This design comes from an exercise in tuning for a short achievable clock period and few clock cycles on the open sky130 flow, not from production work.
Function was checked by simulation only, so behaviour that the tests miss may differ from the original.
In every run shown here, the design's own scripts or RTL, not TritonCTS, make the clock network.
The flow treats the clock pin as an ideal source. Dropping or thinning the clock tree relies on that and would not hold on a real chip.
Power figures rest on the tool's default switching activity, not on a simulated workload.

<file path="flow/config.mk">
export PLATFORM = sky130hd
export DESIGN_NAME = cpu
export DESIGN_NICKNAME = cpu
export VERILOG_FILES = /design/flow/design.v
export SDC_FILE = /design/flow/constraint.sdc
export NUM_CORES = 4
export LEC_CHECK = 0
export ABC_CLOCK_PERIOD_IN_PS = 1500
export CAP_MARGIN = 20
export CORE_MARGIN = 2
export CORE_UTILIZATION = 45
export PLACE_DENSITY = 0.6
export SLEW_MARGIN = 20
</file>
<file path="flow/design.v">
module regfile (
    input  logic        clk,
    input  logic [31:1] wsel,
    input  logic [31:0] wd,
    input  logic [31:1] rsel1, rsel2,
    output logic [31:0] rd1, rd2
);
    logic [31:0] rf [31:1];
    always_ff @(posedge clk)
        for (int i = 1; i < 32; i++)
            if (wsel[i]) rf[i] <= wd;
    always_comb begin
        rd1 = 32'd0;
        rd2 = 32'd0;
        for (int i = 1; i < 32; i++) begin
            rd1 = rd1 | ({32{rsel1[i]}} & rf[i]);
            rd2 = rd2 | ({32{rsel2[i]}} & rf[i]);
        end
    end
endmodule
module mul_csa (
    input  logic [31:0] a, b,
    output logic [63:0] s, c
);
    wire [63:0] pp0 = {32'd0, a & {32{b[0]}}} << 0;
    wire [63:0] pp1 = {32'd0, a & {32{b[1]}}} << 1;
    wire [63:0] pp2 = {32'd0, a & {32{b[2]}}} << 2;
    wire [63:0] pp3 = {32'd0, a & {32{b[3]}}} << 3;
    wire [63:0] pp4 = {32'd0, a & {32{b[4]}}} << 4;
    wire [63:0] pp5 = {32'd0, a & {32{b[5]}}} << 5;
    wire [63:0] pp6 = {32'd0, a & {32{b[6]}}} << 6;
    wire [63:0] pp7 = {32'd0, a & {32{b[7]}}} << 7;
    wire [63:0] pp8 = {32'd0, a & {32{b[8]}}} << 8;
    wire [63:0] pp9 = {32'd0, a & {32{b[9]}}} << 9;
    wire [63:0] pp10 = {32'd0, a & {32{b[10]}}} << 10;
    wire [63:0] pp11 = {32'd0, a & {32{b[11]}}} << 11;
    wire [63:0] pp12 = {32'd0, a & {32{b[12]}}} << 12;
    wire [63:0] pp13 = {32'd0, a & {32{b[13]}}} << 13;
    wire [63:0] pp14 = {32'd0, a & {32{b[14]}}} << 14;
    wire [63:0] pp15 = {32'd0, a & {32{b[15]}}} << 15;
    wire [63:0] pp16 = {32'd0, a & {32{b[16]}}} << 16;
    wire [63:0] pp17 = {32'd0, a & {32{b[17]}}} << 17;
    wire [63:0] pp18 = {32'd0, a & {32{b[18]}}} << 18;
    wire [63:0] pp19 = {32'd0, a & {32{b[19]}}} << 19;
    wire [63:0] pp20 = {32'd0, a & {32{b[20]}}} << 20;
    wire [63:0] pp21 = {32'd0, a & {32{b[21]}}} << 21;
    wire [63:0] pp22 = {32'd0, a & {32{b[22]}}} << 22;
    wire [63:0] pp23 = {32'd0, a & {32{b[23]}}} << 23;
    wire [63:0] pp24 = {32'd0, a & {32{b[24]}}} << 24;
    wire [63:0] pp25 = {32'd0, a & {32{b[25]}}} << 25;
    wire [63:0] pp26 = {32'd0, a & {32{b[26]}}} << 26;
    wire [63:0] pp27 = {32'd0, a & {32{b[27]}}} << 27;
    wire [63:0] pp28 = {32'd0, a & {32{b[28]}}} << 28;
    wire [63:0] pp29 = {32'd0, a & {32{b[29]}}} << 29;
    wire [63:0] pp30 = {32'd0, a & {32{b[30]}}} << 30;
    wire [63:0] pp31 = {32'd0, a & {32{b[31]}}} << 31;
    wire [63:0] s0_0 = pp0 ^ pp1 ^ pp2;
    wire [63:0] c0_0 = ((pp0 & pp1) | (pp0 & pp2) | (pp1 & pp2)) << 1;
    wire [63:0] s0_1 = pp3 ^ pp4 ^ pp5;
    wire [63:0] c0_1 = ((pp3 & pp4) | (pp3 & pp5) | (pp4 & pp5)) << 1;
    wire [63:0] s0_2 = pp6 ^ pp7 ^ pp8;
    wire [63:0] c0_2 = ((pp6 & pp7) | (pp6 & pp8) | (pp7 & pp8)) << 1;
    wire [63:0] s0_3 = pp9 ^ pp10 ^ pp11;
    wire [63:0] c0_3 = ((pp9 & pp10) | (pp9 & pp11) | (pp10 & pp11)) << 1;
    wire [63:0] s0_4 = pp12 ^ pp13 ^ pp14;
    wire [63:0] c0_4 = ((pp12 & pp13) | (pp12 & pp14) | (pp13 & pp14)) << 1;
    wire [63:0] s0_5 = pp15 ^ pp16 ^ pp17;
    wire [63:0] c0_5 = ((pp15 & pp16) | (pp15 & pp17) | (pp16 & pp17)) << 1;
    wire [63:0] s0_6 = pp18 ^ pp19 ^ pp20;
    wire [63:0] c0_6 = ((pp18 & pp19) | (pp18 & pp20) | (pp19 & pp20)) << 1;
    wire [63:0] s0_7 = pp21 ^ pp22 ^ pp23;
    wire [63:0] c0_7 = ((pp21 & pp22) | (pp21 & pp23) | (pp22 & pp23)) << 1;
    wire [63:0] s0_8 = pp24 ^ pp25 ^ pp26;
    wire [63:0] c0_8 = ((pp24 & pp25) | (pp24 & pp26) | (pp25 & pp26)) << 1;
    wire [63:0] s0_9 = pp27 ^ pp28 ^ pp29;
    wire [63:0] c0_9 = ((pp27 & pp28) | (pp27 & pp29) | (pp28 & pp29)) << 1;
    wire [63:0] s1_0 = s0_0 ^ c0_0 ^ s0_1;
    wire [63:0] c1_0 = ((s0_0 & c0_0) | (s0_0 & s0_1) | (c0_0 & s0_1)) << 1;
    wire [63:0] s1_1 = c0_1 ^ s0_2 ^ c0_2;
    wire [63:0] c1_1 = ((c0_1 & s0_2) | (c0_1 & c0_2) | (s0_2 & c0_2)) << 1;
    wire [63:0] s1_2 = s0_3 ^ c0_3 ^ s0_4;
    wire [63:0] c1_2 = ((s0_3 & c0_3) | (s0_3 & s0_4) | (c0_3 & s0_4)) << 1;
    wire [63:0] s1_3 = c0_4 ^ s0_5 ^ c0_5;
    wire [63:0] c1_3 = ((c0_4 & s0_5) | (c0_4 & c0_5) | (s0_5 & c0_5)) << 1;
    wire [63:0] s1_4 = s0_6 ^ c0_6 ^ s0_7;
    wire [63:0] c1_4 = ((s0_6 & c0_6) | (s0_6 & s0_7) | (c0_6 & s0_7)) << 1;
    wire [63:0] s1_5 = c0_7 ^ s0_8 ^ c0_8;
    wire [63:0] c1_5 = ((c0_7 & s0_8) | (c0_7 & c0_8) | (s0_8 & c0_8)) << 1;
    wire [63:0] s1_6 = s0_9 ^ c0_9 ^ pp30;
    wire [63:0] c1_6 = ((s0_9 & c0_9) | (s0_9 & pp30) | (c0_9 & pp30)) << 1;
    wire [63:0] s2_0 = s1_0 ^ c1_0 ^ s1_1;
    wire [63:0] c2_0 = ((s1_0 & c1_0) | (s1_0 & s1_1) | (c1_0 & s1_1)) << 1;
    wire [63:0] s2_1 = c1_1 ^ s1_2 ^ c1_2;
    wire [63:0] c2_1 = ((c1_1 & s1_2) | (c1_1 & c1_2) | (s1_2 & c1_2)) << 1;
    wire [63:0] s2_2 = s1_3 ^ c1_3 ^ s1_4;
    wire [63:0] c2_2 = ((s1_3 & c1_3) | (s1_3 & s1_4) | (c1_3 & s1_4)) << 1;
    wire [63:0] s2_3 = c1_4 ^ s1_5 ^ c1_5;
    wire [63:0] c2_3 = ((c1_4 & s1_5) | (c1_4 & c1_5) | (s1_5 & c1_5)) << 1;
    wire [63:0] s2_4 = s1_6 ^ c1_6 ^ pp31;
    wire [63:0] c2_4 = ((s1_6 & c1_6) | (s1_6 & pp31) | (c1_6 & pp31)) << 1;
    wire [63:0] s3_0 = s2_0 ^ c2_0 ^ s2_1;
    wire [63:0] c3_0 = ((s2_0 & c2_0) | (s2_0 & s2_1) | (c2_0 & s2_1)) << 1;
    wire [63:0] s3_1 = c2_1 ^ s2_2 ^ c2_2;
    wire [63:0] c3_1 = ((c2_1 & s2_2) | (c2_1 & c2_2) | (s2_2 & c2_2)) << 1;
    wire [63:0] s3_2 = s2_3 ^ c2_3 ^ s2_4;
    wire [63:0] c3_2 = ((s2_3 & c2_3) | (s2_3 & s2_4) | (c2_3 & s2_4)) << 1;
    wire [63:0] s4_0 = s3_0 ^ c3_0 ^ s3_1;
    wire [63:0] c4_0 = ((s3_0 & c3_0) | (s3_0 & s3_1) | (c3_0 & s3_1)) << 1;
    wire [63:0] s4_1 = c3_1 ^ s3_2 ^ c3_2;
    wire [63:0] c4_1 = ((c3_1 & s3_2) | (c3_1 & c3_2) | (s3_2 & c3_2)) << 1;
    wire [63:0] s5_0 = s4_0 ^ c4_0 ^ s4_1;
    wire [63:0] c5_0 = ((s4_0 & c4_0) | (s4_0 & s4_1) | (c4_0 & s4_1)) << 1;
    wire [63:0] s6_0 = s5_0 ^ c5_0 ^ c4_1;
    wire [63:0] c6_0 = ((s5_0 & c5_0) | (s5_0 & c4_1) | (c5_0 & c4_1)) << 1;
    wire [63:0] s7_0 = s6_0 ^ c6_0 ^ c2_4;
    wire [63:0] c7_0 = ((s6_0 & c6_0) | (s6_0 & c2_4) | (c6_0 & c2_4)) << 1;
    assign s = s7_0;
    assign c = c7_0;
endmodule
module cpu (
    input  logic        clk, reset,
    output logic [31:0] pc,
    input  logic [31:0] instr,
    output logic        memwrite,
    output logic [31:0] aluout, writedata,
    input  logic [31:0] readdata
);
    localparam int NJ = 4;               
    localparam int NB = 4;               
    logic [31:0] pc_q, pcn_q;            
    logic        x_valid, stall_q, replay, xgo;
    logic [31:0] x_ir, x_pc, x_pc4;
    logic        x_is_lw, x_is_sw, x_is_beq, x_is_mult, x_is_addi;
    logic        x_we, x_is_sum;
    logic [4:0]  x_dest;
    logic        x_sub, x_and, x_or, x_nor, x_sll, x_srl, x_hi, x_lo;
    logic [31:1] x_rsel, x_tsel;
    logic        fa_ms, fa_mo, fa_w, fa_rf;
    logic        fb_ms, fb_mo, fb_w, fb_rf;
    logic        fs_ms, fs_mo, fs_w, fs_rf, fs_imm;
    logic        m_we, m_load, m_memwrite, m_is_sum;
    logic [4:0]  m_rd;
    logic [31:0] m_sum, m_oth, m_wdata, m_addr;
    logic [31:1] w_wsel;
    logic [31:0] w_res;
    logic        mul_v;
    logic [31:0] mul_a, mul_b;
    logic [63:0] hs, hc;
    logic [NJ-1:0]  jt_v;
    logic [31:2]    jt_tag [NJ];
    logic [31:2]    jt_tgt [NJ];
    logic [1:0]     jt_ptr;              
    logic           jp_v;
    logic [31:2]    jp_tag, jp_tgt;
    logic [NB-1:0]  bq_v, bq_same;
    logic [31:2]    bq_tag [NB];
    logic [31:2]    bq_tgt [NB];
    logic [4:0]     bq_reg [NB];
    logic [1:0]     bq_ptr;              
    logic [31:0] rf_a, rf_b, a, b, srcb, simm;
    regfile rf(.clk(clk), .wsel(w_wsel), .wd(w_res), .rsel1(x_rsel), .rsel2(x_tsel),
               .rd1(rf_a), .rd2(rf_b));
    assign simm = {{16{x_ir[15]}}, x_ir[15:0]};
    assign a    = ({32{fa_ms}} & m_sum) | ({32{fa_mo}} & m_oth) |
                  ({32{fa_w}}  & w_res) | ({32{fa_rf}} & rf_a);
    assign b    = ({32{fb_ms}} & m_sum) | ({32{fb_mo}} & m_oth) |
                  ({32{fb_w}}  & w_res) | ({32{fb_rf}} & rf_b);
    assign srcb = ({32{fs_ms}} & m_sum) | ({32{fs_mo}} & m_oth) |
                  ({32{fs_w}}  & w_res) | ({32{fs_rf}} & rf_b) | ({32{fs_imm}} & simm);
    logic [31:0] sum, shl, shr, oth;
    logic [32:0] sum33;
    logic [63:0] hilo;
    logic        big;
    assign sum33 = {a, 1'b1} + {srcb ^ {32{x_sub}}, x_sub};
    assign sum   = sum33[32:1];
    assign big   = |b[31:5];
    assign shl   = big ? 32'd0 : (a << b[4:0]);
    assign shr   = big ? 32'd0 : (a >> b[4:0]);
    assign hilo  = hs + hc;
    assign oth   = ({32{x_and}} & (a & b)) | ({32{x_or}} & (a | b)) |
                   ({32{x_nor}} & ~a) | ({32{x_sll}} & shl) | ({32{x_srl}} & shr) |
                   ({32{x_hi}} & hilo[63:32]) | ({32{x_lo}} & hilo[31:0]);
    logic        taken;
    logic [31:0] btarget;
    assign taken   = xgo & x_is_beq & (a == b);
    assign btarget = x_pc4 + {simm[29:0], 2'b00};
    logic x_zero;
    assign x_zero = xgo & x_is_addi & x_we &
                    ((a ^ simm) == {(a[30:0] | simm[30:0]), 1'b0});
    logic       bq_ins, bq_dup;
    logic [4:0] bq_nreg;
    assign bq_nreg = (x_ir[20:16] == 5'd0) ? x_ir[25:21] : x_ir[20:16];
    assign bq_ins  = xgo & x_is_beq & ((x_ir[25:21] == x_ir[20:16]) |
                                       (x_ir[25:21] == 5'd0) | (x_ir[20:16] == 5'd0));
    always_comb begin
        bq_dup = 1'b0;
        for (int i = 0; i < NB; i++)
            if (bq_v[i] && bq_tag[i] == x_pc[31:2]) bq_dup = 1'b1;
    end
    logic [5:0] f_op, f_funct;
    logic [4:0] f_rs, f_rt, f_rd, f_dest;
    assign f_op    = instr[31:26];
    assign f_funct = instr[5:0];
    assign f_rs    = instr[25:21];
    assign f_rt    = instr[20:16];
    assign f_rd    = instr[15:11];
    logic f_is_r, f_is_addi, f_is_lw, f_is_sw, f_is_beq, f_is_j;
    assign f_is_r    = (f_op == 6'b000000);
    assign f_is_addi = (f_op == 6'b001000);
    assign f_is_lw   = (f_op == 6'b100011);
    assign f_is_sw   = (f_op == 6'b101011);
    assign f_is_beq  = (f_op == 6'b000100);
    assign f_is_j    = (f_op == 6'b000010);
    logic f_add, f_sub, f_and, f_or, f_nor, f_sll, f_srl, f_mult, f_mfhi, f_mflo;
    assign f_add  = f_is_r & (f_funct == 6'b100000);
    assign f_sub  = f_is_r & (f_funct == 6'b100010);
    assign f_and  = f_is_r & (f_funct == 6'b100100);
    assign f_or   = f_is_r & (f_funct == 6'b100101);
    assign f_nor  = f_is_r & (f_funct == 6'b100111);
    assign f_sll  = f_is_r & (f_funct == 6'b000000);
    assign f_srl  = f_is_r & (f_funct == 6'b000010);
    assign f_mult = f_is_r & (f_funct == 6'b011000);
    assign f_mfhi = f_is_r & (f_funct == 6'b010000);
    assign f_mflo = f_is_r & (f_funct == 6'b010010);
    logic f_we, f_uses_rs, f_uses_rt;
    assign f_dest    = f_is_r ? f_rd : f_rt;
    assign f_we      = ((f_is_r & ~f_mult) | f_is_addi | f_is_lw) & (f_dest != 5'd0);
    assign f_uses_rs = f_is_r | f_is_addi | f_is_lw | f_is_sw | f_is_beq;
    assign f_uses_rt = f_is_r | f_is_sw | f_is_beq;
    logic stall_n;
    assign replay  = x_valid & stall_q;
    assign xgo     = x_valid & ~stall_q;
    assign stall_n = xgo & (
                       (x_is_lw & x_we & ((f_uses_rs & (x_dest == f_rs)) |
                                          (f_uses_rt & (x_dest == f_rt)))) |
                       (x_is_mult & (f_mfhi | f_mflo)));
    logic [31:0] pcplus4, jtarget;
    assign pcplus4 = ~pcn_q + 32'd4;
    assign jtarget = {pcplus4[31:28], instr[25:0], 2'b00};
    logic          jt_hit, jt_dup;
    logic [31:2]   jt_t, pcw, jaddr;
    assign pcw   = ~pcn_q[31:2];
    assign jaddr = pcw - 30'd1;
    always_comb begin
        jt_hit = 1'b0;
        jt_dup = 1'b0;
        jt_t   = '0;
        for (int i = 0; i < NJ; i++) begin
            if (jt_v[i] && jt_tag[i] == pcw) begin
                jt_hit = 1'b1;
                jt_t   = jt_t | jt_tgt[i];
            end
            if (jt_v[i] && jt_tag[i] == jaddr) jt_dup = 1'b1;
        end
        if (jp_v && jp_tag == jaddr) jt_dup = 1'b1;
    end
    logic        bq_take;
    logic [31:2] bq_t;
    always_comb begin
        bq_take = 1'b0;
        bq_t    = '0;
        for (int i = 0; i < NB; i++)
            if (bq_v[i] && bq_tag[i] == pcw) begin
                bq_t = bq_t | bq_tgt[i];
                if (bq_same[i] || (x_zero && x_dest == bq_reg[i])) bq_take = 1'b1;
            end
    end
    logic [31:0] pc_x, pc_nxt;
    logic        take_j;
    always_comb begin
        if (taken)        pc_x = btarget;
        else if (replay)  pc_x = x_pc;
        else if (bq_take) pc_x = {bq_t, 2'b00};
        else if (jt_hit)  pc_x = {jt_t, 2'b00};
        else              pc_x = pcplus4;
    end
    assign take_j = f_is_j & ~taken & ~replay & ~bq_take;
    assign pc_nxt = take_j ? jtarget : pc_x;
    logic pm, pms, pmo, ma, mb, wa, wb;
    assign pm  = xgo & x_we & ~x_is_lw;
    assign pms = pm & x_is_sum;
    assign pmo = pm & ~x_is_sum;
    assign ma  = x_dest == f_rs;
    assign mb  = x_dest == f_rt;
    assign wa  = m_we & (m_rd == f_rs);
    assign wb  = m_we & (m_rd == f_rt);
    always_ff @(posedge clk) begin
        fa_ms  <= pms & ma;
        fa_mo  <= pmo & ma;
        fa_w   <= ~(pm & ma) & wa;
        fa_rf  <= ~(pm & ma) & ~wa;
        fb_ms  <= pms & mb;
        fb_mo  <= pmo & mb;
        fb_w   <= ~(pm & mb) & wb;
        fb_rf  <= ~(pm & mb) & ~wb;
        fs_ms  <= f_is_r & pms & mb;
        fs_mo  <= f_is_r & pmo & mb;
        fs_w   <= f_is_r & ~(pm & mb) & wb;
        fs_rf  <= f_is_r & ~(pm & mb) & ~wb;
        fs_imm <= ~f_is_r;
    end
    always_ff @(posedge clk, posedge reset) begin
        if (reset) begin
            pc_q    <= 32'd0;
            pcn_q   <= 32'hffffffff;
            x_valid <= 1'b0;
            stall_q <= 1'b0;
            jt_v    <= '0;
            jt_ptr  <= '0;
            jp_v    <= 1'b0;
            bq_v    <= '0;
            bq_ptr  <= '0;
        end else begin
            pc_q    <= pc_nxt;
            pcn_q   <= ~pc_nxt;
            x_valid <= ~taken & ~replay & ~bq_take & ~f_is_j;
            stall_q <= stall_n;
            jp_v    <= take_j & ~jt_dup;
            if (bq_ins & ~bq_dup) begin
                bq_v[bq_ptr] <= 1'b1;
                bq_ptr       <= bq_ptr + 1'b1;
            end
            if (jp_v) begin
                jt_v[jt_ptr] <= 1'b1;
                jt_ptr       <= jt_ptr + 1'b1;
            end
        end
    end
    always_ff @(posedge clk)
        if (jp_v) begin
            jt_tag[jt_ptr] <= jp_tag;
            jt_tgt[jt_ptr] <= jp_tgt;
        end
    always_ff @(posedge clk)
        if (bq_ins & ~bq_dup) begin
            bq_tag[bq_ptr]  <= x_pc[31:2];
            bq_tgt[bq_ptr]  <= btarget[31:2];
            bq_same[bq_ptr] <= (x_ir[25:21] == x_ir[20:16]);
            bq_reg[bq_ptr]  <= bq_nreg;
        end
    always_ff @(posedge clk) begin
        jp_tag    <= jaddr;
        jp_tgt    <= jtarget[31:2];
        x_ir      <= instr;
        x_pc      <= ~pcn_q;
        x_pc4     <= pcplus4;
        x_is_lw   <= f_is_lw;
        x_is_sw   <= f_is_sw;
        x_is_beq  <= f_is_beq;
        x_is_mult <= f_mult;
        x_is_addi <= f_is_addi;
        x_we      <= f_we;
        x_is_sum  <= ~f_is_r | f_add | f_sub;
        x_dest    <= f_dest;
        x_sub     <= f_sub;
        x_and     <= f_and;
        x_or      <= f_or;
        x_nor     <= f_nor;
        x_sll     <= f_sll;
        x_srl     <= f_srl;
        x_hi      <= f_mfhi;
        x_lo      <= f_mflo;
        for (int i = 1; i < 32; i++) begin
            x_rsel[i] <= (f_rs == 5'(i));
            x_tsel[i] <= (f_rt == 5'(i));
        end
    end
    always_ff @(posedge clk, posedge reset) begin
        if (reset) begin
            m_we       <= 1'b0;
            m_load     <= 1'b0;
            m_memwrite <= 1'b0;
            mul_v      <= 1'b0;
            w_wsel     <= '0;
        end else begin
            m_we       <= xgo & x_we;
            m_load     <= xgo & x_is_lw;
            m_memwrite <= xgo & x_is_sw;
            mul_v      <= xgo & x_is_mult;
            for (int i = 1; i < 32; i++)
                w_wsel[i] <= m_we & (m_rd == 5'(i));
        end
    end
    always_ff @(posedge clk, posedge reset)
        if (reset) begin
            m_addr  <= 32'd0;
            m_wdata <= 32'd0;
        end else begin
            m_addr  <= sum;
            m_wdata <= b;
        end
    always_ff @(posedge clk) begin
        m_rd     <= x_dest;
        m_is_sum <= x_is_sum;
        m_sum    <= sum;
        m_oth    <= oth;
        w_res    <= m_load ? readdata : m_is_sum ? m_sum : m_oth;
        mul_a    <= a;
        mul_b    <= b;
    end
    logic [63:0] ps, pcarry;
    mul_csa mc(.a(mul_a), .b(mul_b), .s(ps), .c(pcarry));
    always_ff @(posedge clk)
        if (mul_v) begin
            hs <= ps;
            hc <= pcarry;
        end
    assign pc        = pc_q;
    assign aluout    = m_addr;
    assign writedata = m_wdata;
    assign memwrite  = m_memwrite;
endmodule
</file>
<file path="flow/flow/pre_cts.tcl">
# Sourced by ORFS's cts.tcl before its clock_tree_synthesis call (PRE_CTS_TCL):
# that call builds the clock tree of my_cts.tcl instead of TritonCTS's.
source [file join [file dirname [info script]] my_cts.tcl]
rename clock_tree_synthesis tritoncts_clock_tree_synthesis
proc clock_tree_synthesis {args} {
  puts "clock_tree_synthesis $args: replaced by mycts_build"
  mycts_build
}
</file>
<file path="flow/flow/my_cts.tcl">
# Clock tree for the clock port: the port drives NROOT root buffers, each root
# drives a group of leaf buffers, each leaf drives a cluster of nearby clock
# pins. Clusters come from recursive bisection of the pin locations, so every
# pin sees the same two buffers and the tree is balanced. Replaces TritonCTS
# (clock_tree_synthesis) for the cts step; the rest of ORFS's cts.tcl (timing
# repair, legalisation) runs as usual.
proc mycts_bisect {pts k} {
  # pts: list of {x y iterm}; returns k clusters (lists of pts), cut across
  # the longer side of their bounding box, in proportion to the clusters
  # each side gets
  if {$k <= 1 || [llength $pts] <= 1} { return [list $pts] }
  set xs [lmap p $pts {lindex $p 0}]
  set ys [lmap p $pts {lindex $p 1}]
  set w [expr {[tcl::mathfunc::max {*}$xs] - [tcl::mathfunc::min {*}$xs]}]
  set h [expr {[tcl::mathfunc::max {*}$ys] - [tcl::mathfunc::min {*}$ys]}]
  set i [expr {$w >= $h ? 0 : 1}]
  set s [lsort -integer -index $i $pts]
  set k1 [expr {$k / 2}]
  set n [expr {[llength $s] * $k1 / $k}]
  return [concat [mycts_bisect [lrange $s 0 [expr {$n - 1}]] $k1] \
                 [mycts_bisect [lrange $s $n end] [expr {$k - $k1}]]]
}

proc mycts_centroid {pts} {
  set sx 0; set sy 0
  foreach p $pts { set sx [expr {$sx + [lindex $p 0]}]; set sy [expr {$sy + [lindex $p 1]}] }
  set n [llength $pts]
  return [list [expr {$sx / $n}] [expr {$sy / $n}]]
}

proc mycts_buffer {block master name x y innet outnet} {
  set inst [odb::dbInst_create $block $master $name]
  $inst setLocation $x $y
  $inst setPlacementStatus PLACED
  [$inst findITerm A] connect $innet
  [$inst findITerm X] connect $outnet
  return $inst
}

# Builds the subtree for pts under driver net innet; fanouts lists the number
# of buffers each level has per parent (the first level hangs on the port).
# Returns the centroid of the buffers made at this level.
proc mycts_level {block pts fanouts innet name} {
  set lcs {}
  set k [lindex $fanouts 0]
  set rest [lrange $fanouts 1 end]
  set i 0
  foreach cpts [mycts_bisect $pts $k] {
    set net [odb::dbNet_create $block "clknet_${name}_$i"]
    $net setSigType CLOCK
    if {[llength $rest] == 0} {
      foreach p $cpts { [lindex $p 2] connect $net }
      set c [mycts_centroid $cpts]
    } else {
      set c [mycts_level $block $cpts $rest $net "${name}_$i"]
    }
    lappend lcs $c
    mycts_buffer $block $::mycts_master "clkbuf_${name}_$i" [lindex $c 0] [lindex $c 1] $innet $net
    incr i
  }
  return [mycts_centroid $lcs]
}

proc mycts_build {} {
  set db [ord::get_db]
  set block [ord::get_db_block]
  set ::mycts_master [$db findMaster $::env(MYCTS_BUF)]
  set clknet [$block findNet $::env(MYCTS_NET)]
  set pts {}
  foreach it [$clknet getITerms] {
    set xy [$it getAvgXY]
    if {![lindex $xy 0]} {
      set b [[$it getInst] getBBox]
      set xy [list 1 [expr {([$b xMin] + [$b xMax]) / 2}] [expr {([$b yMin] + [$b yMax]) / 2}]]
    }
    lappend pts [list [lindex $xy 1] [lindex $xy 2] $it]
  }
  puts "mycts: [llength $pts] sinks, fanouts $::env(MYCTS_FANOUTS)"
  foreach it [$clknet getITerms] { $it disconnect }
  mycts_level $block $pts $::env(MYCTS_FANOUTS) $clknet "t"
  set_propagated_clock [all_clocks]
}
</file>
<file path="flow/standard.sh">
#!/bin/bash
# synth_recipe.tcl (not shown) runs the flow's synth.tcl, then flattens the netlist and writes it again
# the make line also repeats each setting of config.mk as NAME=value (left out here)
make -C /OpenROAD-flow-scripts/flow DESIGN_CONFIG=/design/flow/config.mk WORK_HOME=/design/flow/orfs CLKGATE_MAP_FILE= SYNTH_SCRIPT=/design/flow/synth_recipe.tcl "${@:-finish}"
</file>
<file path="flow/flow/run.sh">
#!/bin/bash
# Own layout flow: the standard ORFS flow (standard.sh: unchanged synthesis,
# SDC and steps) with two changes:
#  - the resizer's setup repair keeps a larger slack margin, so that it works
#    the paths down towards the period the design can reach, not just the
#    22 ns the SDC sets;
#  - the clock tree is a balanced tree of clkbuf_16 built by my_cts.tcl (the
#    port drives 4 buffers, each 3, each 8 leaf buffers that drive the clock
#    pins near them), which has less insertion delay than TritonCTS's here.
# Each ORFS step logs to orfs/logs/...; make's own output goes to
# flow_make.log here.
set -euo pipefail
HERE=$(cd "$(dirname "$0")" && pwd)
export MYCTS_BUF=sky130_fd_sc_hd__clkbuf_16 MYCTS_NET=clk MYCTS_FANOUTS="4 3 8"
bash standard.sh SETUP_SLACK_MARGIN=16.6 TNS_END_PERCENT=100 \
  PRE_CTS_TCL="$HERE/pre_cts.tcl" finish > flow_make.log 2>&1
</file>
<file path="flow/constraint.sdc">
create_clock -name core_clock -period 22.0 [get_ports {clk}]
set_input_delay 4.4000 -clock core_clock [delete_from_list [all_inputs] [get_ports {clk}]]
set_output_delay 4.4000 -clock core_clock [all_outputs]
set_load 0.01 [all_outputs]
</file>
==> summary.md, run 1 <==
| Metric | Value |
|---|---|
| Status | `no timing/DRC/antenna violations` |
| Clock skew | `0.0979 ns` |
| CP peak stage delay | `0.54 ns` |
| Synthesized cell area | `129,000 um^2` |
| Crit. End Element | `primary output` |
| Die ar. | `292,000 um^2` |
| Synthesized flop and latch total | `2,170` |
| Most common cell after layout, fill and taps aside | `edfxtp_1` |
| Instance count on the critical path | `1` |
| Asr flop ratio synth | `8.20%` |
| Most frequent cells in the layout | `1,614 x edfxtp_1, 1,106 x inv_1, 902 x fa_1` |
| Mapped Cells | `10,900` |
| Total track usage | `36.3%` |
| RSZ-0062 raised after global routing | `yes` |
| Initial core utilization | `45.3%` |
| Reg2reg setup slack | `16.50 ns` |
| 1st-iter DRT viols | `16,200` |
| Synth Area in Adders | `17.8%` |
| CP Buf/Inv Count | `1` |
| Critical Path Source | `m_addr[15]` |
| First-pass GRT wire length | `754,000 um` |
| Row cnt | `196` |
| Worst hold slack | `0.390 ns` |
| Drt wl/cell | `37.7 um` |
| CP delay by family, top | `flip-flops` |
| DP HPWL | `359,000 um` |
| Synth Area in Simple Gates | `10.6%` |
| Predominant post-synthesis flop cell | `edfxtp_1` |
| Vias | `98,600` |
| Max FO, Critical Path | `1` |
| Least-Margin Pin Slew | `1.29 ns` |
| YS warnings | `3` |
| CTS clk-pin slew, worst paths | `0.12 ns` |
| Initial antenna violation count | `29` |
| Hold crit path type | `reg -> reg` |
| Skew-Pair Late Insertion Delay | `0.66 ns` |
| Hold_buf cts | `0` |
| Pleak | `52.8 nW` |
| # DRC | `0` |
| Rel. slew slack | `13.6%` |
| Compound-Gate Fraction of Synth Area | `12.7%` |
| Nets | `12,200` |
| Area growth from synthesis to layout | `8.10%` |
| Remaining antenna violation count | `0` |
| Core area | `286,000 um^2` |
| Port Buffers | `162` |
| Met3 wire length | `71,100 um` |
| Wl on met1 | `201,000 um` |
| Largest net degree at the start of global routing | `74` |
| Chip width | `540 um` |
| Routed wire length | `551,000 um` |
| IO Pins | `163` |
| PnR Total Power | `19.2 mW` |
| Non-Filler Instances | `14,600` |
| Met2 wire len | `235,000 um` |
| Reg2reg end | `m_oth[19]` |
| FF-to-FF Start | `x_tsel[14]` |
| Final hold vios | `0` |
| Worst path slowest cell | `dfrtp_2` |
| Register name with the most flops | `rf.rf` |
| Max Slew Vio Count | `0` |
| Period utilisation layout | `26.2%` |
| Cells on worst reg2reg path | `14` |
| Placed cells | `14,400` |
| Layout cells sized above 1 | `9.34%` |
| Worst path required time | `17.60 ns` |
| Vias per cell | `6.75` |
| Gpl congestion | `1.02` |
| Final setup TNS | `0 ns` |
| EDFF count, synth | `1,614` |
| # setup viols final | `0` |
| Total power divided by cell area | `138 nW/um^2` |
| Distinct cells, synth | `107` |
| Grt ovf | `0` |
| Setup crit start kind | `flip-flop` |
| Synthesized Nets | `12,300` |
| Max reg flops | `992` |
| Avg Synthesized Cell Area | `11.8 um^2` |
| First-pass DRT Iterations | `13` |
| Max-cap violations | `0` |
| Highest metal used | `met5` |
| Fmax | `0.173 GHz` |
| VDD IR max | `0.334 mV` |
| Synth Area in XOR/XNOR | `5.19%` |
| Die Y | `540 um` |
| Mux cell area share after synthesis | `1.21%` |
| Sequential fraction of the synthesis area | `46.8%` |
| Combinational family with the most area after synthesis | `adder cells` |
| CP Class | `reg -> out` |
| Period minus WS final | `5.77 ns` |
| End point of the critical path | `aluout[15]` |
| Arrival time at the worst endpoint | `1.37 ns` |
| Cell breakdown of the critical path | `buf_6` |
| Vias in the first global route | `96,600` |
power breakdown:
part	total, mW	internal (mW)	switching [mW]
Clock	2.24	0.916	1.33
Sequential	6.38	5.70	0.680
Combinational	10.6	4.37	6.25
Total	19.2	11.0	8.25
cell usage after synthesis (34+ instances only):
| master | number | area (um^2) |
|---|---|---|
| xor2_1 | 362 | 3170 |
| a222oi_1 | 114 | 1140 |
| a21o_1 | 82 | 616 |
| or4_1 | 43 | 323 |
| xnor2_1 | 403 | 3530 |
| nor2_1 | 231 | 867 |
| edfxtp_1 | 1614 | 48500 |
| and2_1 | 770 | 4820 |
| ha_1 | 385 | 4820 |
| o21ai_0 | 176 | 881 |
| dfrtp_1 | 146 | 3650 |
| nor3_1 | 95 | 475 |
| nand3_1 | 233 | 1170 |
| nand4_1 | 252 | 1580 |
| fa_1 | 909 | 18200 |
| and3_1 | 39 | 244 |
| buf_2 | 156 | 781 |
| a21oi_1 | 211 | 1060 |
| buf_1 | 51 | 191 |
| a22oi_1 | 648 | 4860 |
| inv_1 | 1120 | 4200 |
| o211ai_1 | 34 | 255 |
| a211oi_1 | 83 | 623 |
| buf_4 | 36 | 270 |
| mux2i_1 | 103 | 1030 |
| a22o_1 | 225 | 1970 |
| clkbuf_1 | 426 | 1600 |
| nor4_1 | 86 | 538 |
| a31oi_1 | 36 | 225 |
| a221oi_1 | 233 | 2040 |
| nand2_1 | 651 | 2440 |
| dfxtp_1 | 378 | 7570 |
worst min-delay path by stage:
stage | depth (start not counted) | slack, ns | startpoint | to
6_report | 1 | 0.39 | pcn_q[0] | x_pc4[0]
5_1_grt | 1 | 0.41 | pcn_q[0] | x_pc4[0]
4_1_cts | 1 | 0.38 | pcn_q[0] | x_pc4[0]
3_5_place_dp | 1 | 0.42 | pcn_q[0] | x_pc4[0]
3_3_place_gp | 1 | 0.41 | pcn_q[1] | x_pc4[1]
2_1_floorplan | 0 | 0.33 | x_dest[0] | m_rd[0]
per-stage QoR:
stage / util [%] / cell area, um^2 / setup slack [ns]
after detailed placement: 47.2 / 135000 / 14.75
after global placement: 47.2 / 135000 / 14.86
after global routing: 48.9 / 140000 / 16.23
after CTS: 48.4 / 138000 / 16.24
after floorplan: - / 130000 / 15.35
final: 49.0 / 140000 / 16.23
per-layer routing:
layer | up-vias | GRT usage [%]
met5 | - | 0.723
met4 | 24 | 21.2
met2 | 7955 | 54.5
met3 | 2156 | 11.4
li1 | 38700 | -
met1 | 49700 | 46.3
timing repair:
item / CTS / global route
endpoints found under the setup margin: 504 / 259
setup buffers: 24 / 36
gates cloned: 3 / 12
gates resized for setup: 679 / 248
pin swaps: 13 / 46
kinds of logic (layout without fill, tap and decap cells):
family,count (synthesis),count (layout)
other,0,29
muxes,135,135
adders and majority gates,1294,1294
DFF,2170,2170
and+or+nand+nor,2555,2555
buffers and inverters,1836,1732
AOI/OAI and AO/OA,2169,2170
xor gates and xnor gates,766,766
final cells by class:
| type | instances | area, um^2 |
|---|---|---|
| inverters | 1141 | 4330 |
| flip-flops and latches | 2170 | 61000 |
| fillers | 25100 | 146000 |
| plain buffers | 112 | 2800 |
| multi-input cells | 6920 | 62200 |
| repair buffers | 479 | 4810 |
| diodes | 29 | 72.6 |
| well taps | 3762 | 4710 |
Testbench counts, summed over its fixed seeds: cycles 16,293.
==> run 2: changes to the inputs <==
--- a/flow/design.v
+++ b/flow/design.v
@@ -383,9 +383,13 @@
     end
+    always_ff @(posedge clk) begin
+        m_addr  <= sum;
+        m_wdata <= b;
+    end
     always_ff @(posedge clk, posedge reset)
         if (reset) begin
-            m_addr  <= 32'd0;
-            m_wdata <= 32'd0;
+            m_sum <= 32'd0;
+            mul_b <= 32'd0;
         end else begin
-            m_addr  <= sum;
-            m_wdata <= b;
+            m_sum <= sum;
+            mul_b <= b;
         end
@@ -394,3 +398,2 @@
         m_is_sum <= x_is_sum;
-        m_sum    <= sum;
         m_oth    <= oth;
@@ -398,3 +401,2 @@
         mul_a    <= a;
-        mul_b    <= b;
     end
--- a/flow/flow/run.sh
+++ b/flow/flow/run.sh
@@ -2,3 +2,3 @@
 # Own layout flow: the standard ORFS flow (standard.sh: unchanged synthesis,
-# SDC and steps) with two changes:
+# SDC and steps) with three changes:
 #  - the resizer's setup repair keeps a larger slack margin, so that it works
@@ -8,3 +8,5 @@
 #    port drives 4 buffers, each 3, each 8 leaf buffers that drive the clock
-#    pins near them), which has less insertion delay than TritonCTS's here.
+#    pins near them), which has less insertion delay than TritonCTS's here;
+#  - before it, the registers that drive output ports, and the ports' buffers,
+#    are moved next to the ports' pins (then legalised as usual).
 # Each ORFS step logs to orfs/logs/...; make's own output goes to
--- a/flow/flow/my_cts.tcl
+++ b/flow/flow/my_cts.tcl
@@ -82 +82,37 @@
 }
+
+# Moves each register that drives an output port's buffer next to that
+# buffer, so the register-to-port path has no long wire. Run before the clock
+# tree is built; legalisation follows in cts.tcl.
+proc mycts_pull_outputs {} {
+  set block [ord::get_db_block]
+  set n 0
+  foreach bt [$block getBTerms] {
+    if {[$bt getIoType] ne "OUTPUT"} { continue }
+    set net [$bt getNet]
+    if {$net eq "NULL"} { continue }
+    set drv ""
+    foreach it [$net getITerms] { if {[$it isOutputSignal]} { set drv $it } }
+    if {$drv eq ""} { continue }
+    set buf [$drv getInst]
+    set in ""
+    foreach it [$buf getITerms] { if {[$it isInputSignal] && [$it getNet] ne "NULL"} { set in $it } }
+    if {$in eq ""} { continue }
+    set src ""
+    foreach it [[$in getNet] getITerms] { if {[$it isOutputSignal]} { set src $it } }
+    if {$src eq ""} { continue }
+    set ff [$src getInst]
+    if {![string match "*df*" [[$ff getMaster] getName]]} { continue }
+    # the port's pin, pulled into the core area
+    set pb [$bt getBBox]
+    set core [$block getCoreArea]
+    set x [expr {([$pb xMin] + [$pb xMax]) / 2}]
+    set y [expr {([$pb yMin] + [$pb yMax]) / 2}]
+    set x [expr {min(max($x, [$core xMin] + 2000), [$core xMax] - 8000)}]
+    set y [expr {min(max($y, [$core yMin] + 2000), [$core yMax] - 4000)}]
+    $buf setLocation $x $y
+    $ff setLocation $x $y
+    incr n
+  }
+  puts "mycts: moved $n output registers next to their port buffers"
+}
==> flow/flow/pre_cts.tcl (replaced) <==
# Sourced by ORFS's cts.tcl before its clock_tree_synthesis call (PRE_CTS_TCL):
# moves the output ports' registers and buffers to their pins, then that call
# builds the clock tree of my_cts.tcl instead of TritonCTS's.
source [file join [file dirname [info script]] my_cts.tcl]
rename clock_tree_synthesis tritoncts_clock_tree_synthesis
proc clock_tree_synthesis {args} {
  puts "clock_tree_synthesis $args: replaced by mycts_pull_outputs, mycts_build"
  mycts_pull_outputs
  mycts_build
}
--- a/flow/config.mk
+++ b/flow/config.mk
@@ -10,3 +10,3 @@
 export CORE_MARGIN = 2
-export CORE_UTILIZATION = 45
+export CORE_UTILIZATION = 50
 export PLACE_DENSITY = 0.6
==> run 2 against run 1 <==
Compared with the run above:
- still clean on timing, DRC and antenna
- clock skew down 0.018 ns
- synthesized area unchanged
- worst hold slack better by 0.039 ns
- sequential power about the same
- die area down 9.9%
- utilization up 5.8 points
- critical path type is now reg -> reg
- largest cell class unchanged
- largest power group unchanged
==> summary.md, run 2 <==
| Metric | Value |
|---|---|
| YS warnings | `3 (unchanged)` |
| Largest net degree at the start of global routing | `74 (unchanged)` |
| Final Util | `54.7% (+5.8 points)` |
| Vias in the first global route | `97,100 (+0.57%)` |
| Vias per cell | `6.96 (+3.2%)` |
| Chip width | `513 um (-5.1%)` |
| Port Buffers | `162 (unchanged)` |
| Final setup TNS | `0 ns (unchanged)` |
| Worst path required time | `22.52 ns (+4.92 ns)` |
| Clock skew | `0.0795 ns (-0.0184 ns)` |
| Cell with the most instances after synthesis | `edfxtp_1` |
| Arrival time at the worst endpoint | `6.07 ns (+4.70 ns)` |
| Crit. End Element | `flip-flop` |
| CP delay by family, top | `simple AND/OR/NAND/NOR gates` |
| Placed Instance Area | `135,000 um^2 (-0.35%)` |
| Total power divided by cell area | `136 nW/um^2 (-0.86%)` |
| Register name with the most flops | `rf.rf` |
| CP peak stage delay | `0.60 ns (+0.06 ns)` |
| Distinct cells, synth | `107 (unchanged)` |
| Final hold vios | `0 (unchanged)` |
| Drt wl/cell | `38.2 um (+1.4%)` |
| Initial core utilization | `50.3% (+5.0 points)` |
| Die ar. | `263,000 um^2 (-9.9%)` |
| Period minus WS final | `5.56 ns (-0.213 ns)` |
| Rel. slew slack | `12.2% (-1.4 points)` |
| Least-Margin Pin Slew | `1.31 ns (+0.0215 ns)` |
| Routed wire length | `547,000 um (-0.76%)` |
| Most frequent cells in the layout | `1,614 x edfxtp_1, 1,108 x inv_1, 904 x fa_1` |
| PnR Total Power | `19.2 mW (-0.24%)` |
| Avg Synthesized Cell Area | `11.8 um^2 (unchanged)` |
| Nets | `12,300 (+0.58%)` |
| # setup viols final | `0 (unchanged)` |
| Asr flop ratio synth | `8.20% (unchanged)` |
| Worst path slowest cell | `or4_1` |
| Vias | `99,500 (+0.97%)` |
| Gpl congestion | `1.03 (+0.66%)` |
| Max reg flops | `992 (unchanged)` |
| Period utilisation layout | `25.3% (-0.97 points)` |
| Skew-Pair Late Insertion Delay | `0.64 ns (-0.02 ns)` |
| 1st-iter DRT viols | `18,500 (+14%)` |
| Setup crit start kind | `flip-flop` |
| Synthesized cell area | `129,000 um^2 (unchanged)` |
| Hold crit path type | `reg -> reg` |
| Predominant post-synthesis flop cell | `edfxtp_1` |
| # DRC | `0 (unchanged)` |
| Status | `no timing/DRC/antenna violations` |
| Die Y | `513 um (-5.1%)` |
| Pleak | `53.3 nW (+0.98%)` |
| Initial antenna violation count | `41 (+41%)` |
| Total track usage | `40.3% (+4.0 points)` |
| RSZ-0062 raised after global routing | `yes` |
| Max Slew Vio Count | `0 (unchanged)` |
| Cell breakdown of the critical path | `buf_4, a222oi_1, nand3_1, or4_1, a21boi_1, ha_1, nor4_1, nand2_1, nor2_4, and4_4, nor2_1, nand3_4, buf_12, buf_4, o22ai_1, a21oi_2, inv_1` |
| Remaining antenna violation count | `0 (unchanged)` |
| First-pass DRT Iterations | `20 (+7)` |
| Final instance area | `141,000 um^2 (+0.63%)` |
| Sequential fraction of the synthesis area | `46.8% (unchanged)` |
| Mapped Cells | `10,900 (unchanged)` |
| Synth area leaders | `edfxtp_1 37%, fa_1 14%, dfxtp_1 5.8%, a22oi_1 3.8%, and2_1 3.7%` |
| CTS clk-pin slew, worst paths | `0.10 ns (-0.02 ns)` |
| Hold_buf cts | `0 (unchanged)` |
| EDFF count, synth | `1,614 (unchanged)` |
| Cell taking the most area after synthesis | `edfxtp_1` |
| Row cnt | `186 (-5.1%)` |
| Max FO, Critical Path | `28 (+27)` |
| Most common cell after layout, fill and taps aside | `edfxtp_1` |
| VDD IR max | `0.232 mV (-30%)` |
| Synthesized Nets | `12,300 (unchanged)` |
| Grt ovf | `0 (unchanged)` |
| Post-synth top area share | `37.4% (unchanged)` |
| Core area | `257,000 um^2 (-10%)` |
| Fmax | `0.180 GHz (+3.8%)` |
| DP HPWL | `355,000 um (-1.1%)` |
| CP Buf/Inv Count | `4 (+3)` |
| IO Pins | `163 (unchanged)` |
| Post-synth top cells | `1,614 x edfxtp_1, 1,120 x inv_1, 909 x fa_1, 770 x and2_1, 651 x nand2_1` |
| First-pass GRT wire length | `753,000 um (-0.13%)` |
| CP Class | `reg -> reg` |
| Most used cell, CP | `buf_4` |
| Area growth from synthesis to layout | `8.78%` |
| Synthesized flop and latch total | `2,170 (unchanged)` |
| Layout cells sized above 1 | `10.5% (+1.2 points)` |
| Max-cap violations | `0 (unchanged)` |
==> run 2: cell counts after synthesis <==
Identical to the previous run, type by type.
==> run 2: report_power, final <==
group | switching (mW) | internal (mW) | leakage (nW)
Combinational | 6.23 | 4.37 | 32.1
Clock | 1.31 | 0.915 | 1.38
Sequential | 0.648 | 5.72 | 19.8
Total | 8.19 | 11.0 | 53.3
==> run 2: metrics by stage <==
stage          hold WS [ns]  instances  setup WS (ns)
2_1_floorplan         0.329      10900          15.35
3_3_place_gp          0.411      14000          14.87
3_5_place_dp          0.410      14000          14.83
4_1_cts               0.424      14200          16.46
5_1_grt               0.433      14300          16.46
6_report              0.429      14300          16.44
==> run 2: cell families (layout without fill, tap and decap cells) <==
family                     after synthesis  count (layout)  share of synthesized area, %
adders and majority gates             1294            1294                          17.8
muxes                                  135             135                          1.21
AOI/OAI and AO/OA                     2169            2169                          12.7
other                                    0              22                             0
xor gates and xnor gates               766             766                          5.19
and+or+nand+nor                       2555            2555                          10.6
buffers and inverters                 1836            1804                          5.73
DFF                                   2170            2170                          46.8
==> run 2: repair_timing <==
action,CTS,global route
setup endpoints to repair,444,241
cloned,5,5
buffers inserted,58,78
resized for setup,745,319
pin swaps,35,82
==> run 2: path summary, 6_finish.rpt <==
kind	slack [ns]	cells after the start	end	start
min reg2reg	0.43	0	m_is_sum	x_is_sum
max in group asynchronous	16.73	5	w_wsel[15]	reset
min	0.43	0	m_is_sum	x_is_sum
max reg2reg	16.44	17	pcn_q[9]	x_tsel[13]
max	16.44	17	pcn_q[9]	x_tsel[13]
min in group asynchronous	4.36	4	mul_b[4]	reset
==> run 2: cell type report <==
cell class                      count  area [um^2]
Timing Repair Buffer              551         5830
Multi-Input combinational cell   6919        62600
Sequential cell                  2170        60900
Tap cell                         3384         4230
Buffer                            112         2800
Antenna cell                       22         55.1
Fill cell                       21700       116000
Inverter                         1141         4310
==> run 2: layer usage <==
metal	up-vias	part of all wire [%]	global-route usage [%]
met2	8454	41	58.3
met4	54	7.8	21.9
met3	2360	14	13.6
met1	49800	37	53.4
met5	-	0.11	0.347
li1	38800	-	-
Testbench counts of run 2, summed over its fixed seeds: cycles 16,293.

static timing again, ports no longer ideal:
How much do the figures lean on ideal ports? The routed layouts below were timed once more, with nothing changed but the port constraints.
Step 1 assumes that a clkbuf_16 drives the clock port and a buf_2 every other input.
Step 2 also shifts input and output timing later by t, the mid clock arrival at the registers, as if the neighbouring blocks saw the same clock.
Three values: ideal, step 1, step 2; two values: the first two.
run | t (ns) | setup WS [ns] | worst setup path after step 2
run 1 | 0.818 | 16.231 / 16.021 / 15.986 | input to register
run 2 | 0.823 | 16.444 / 16.266 / 15.942 | input to register
After both steps setup and hold are still met in every run listed. The setup slack of run 2, which loses most, moves by -0.178 ns with the drivers and by -0.502 ns with both steps.
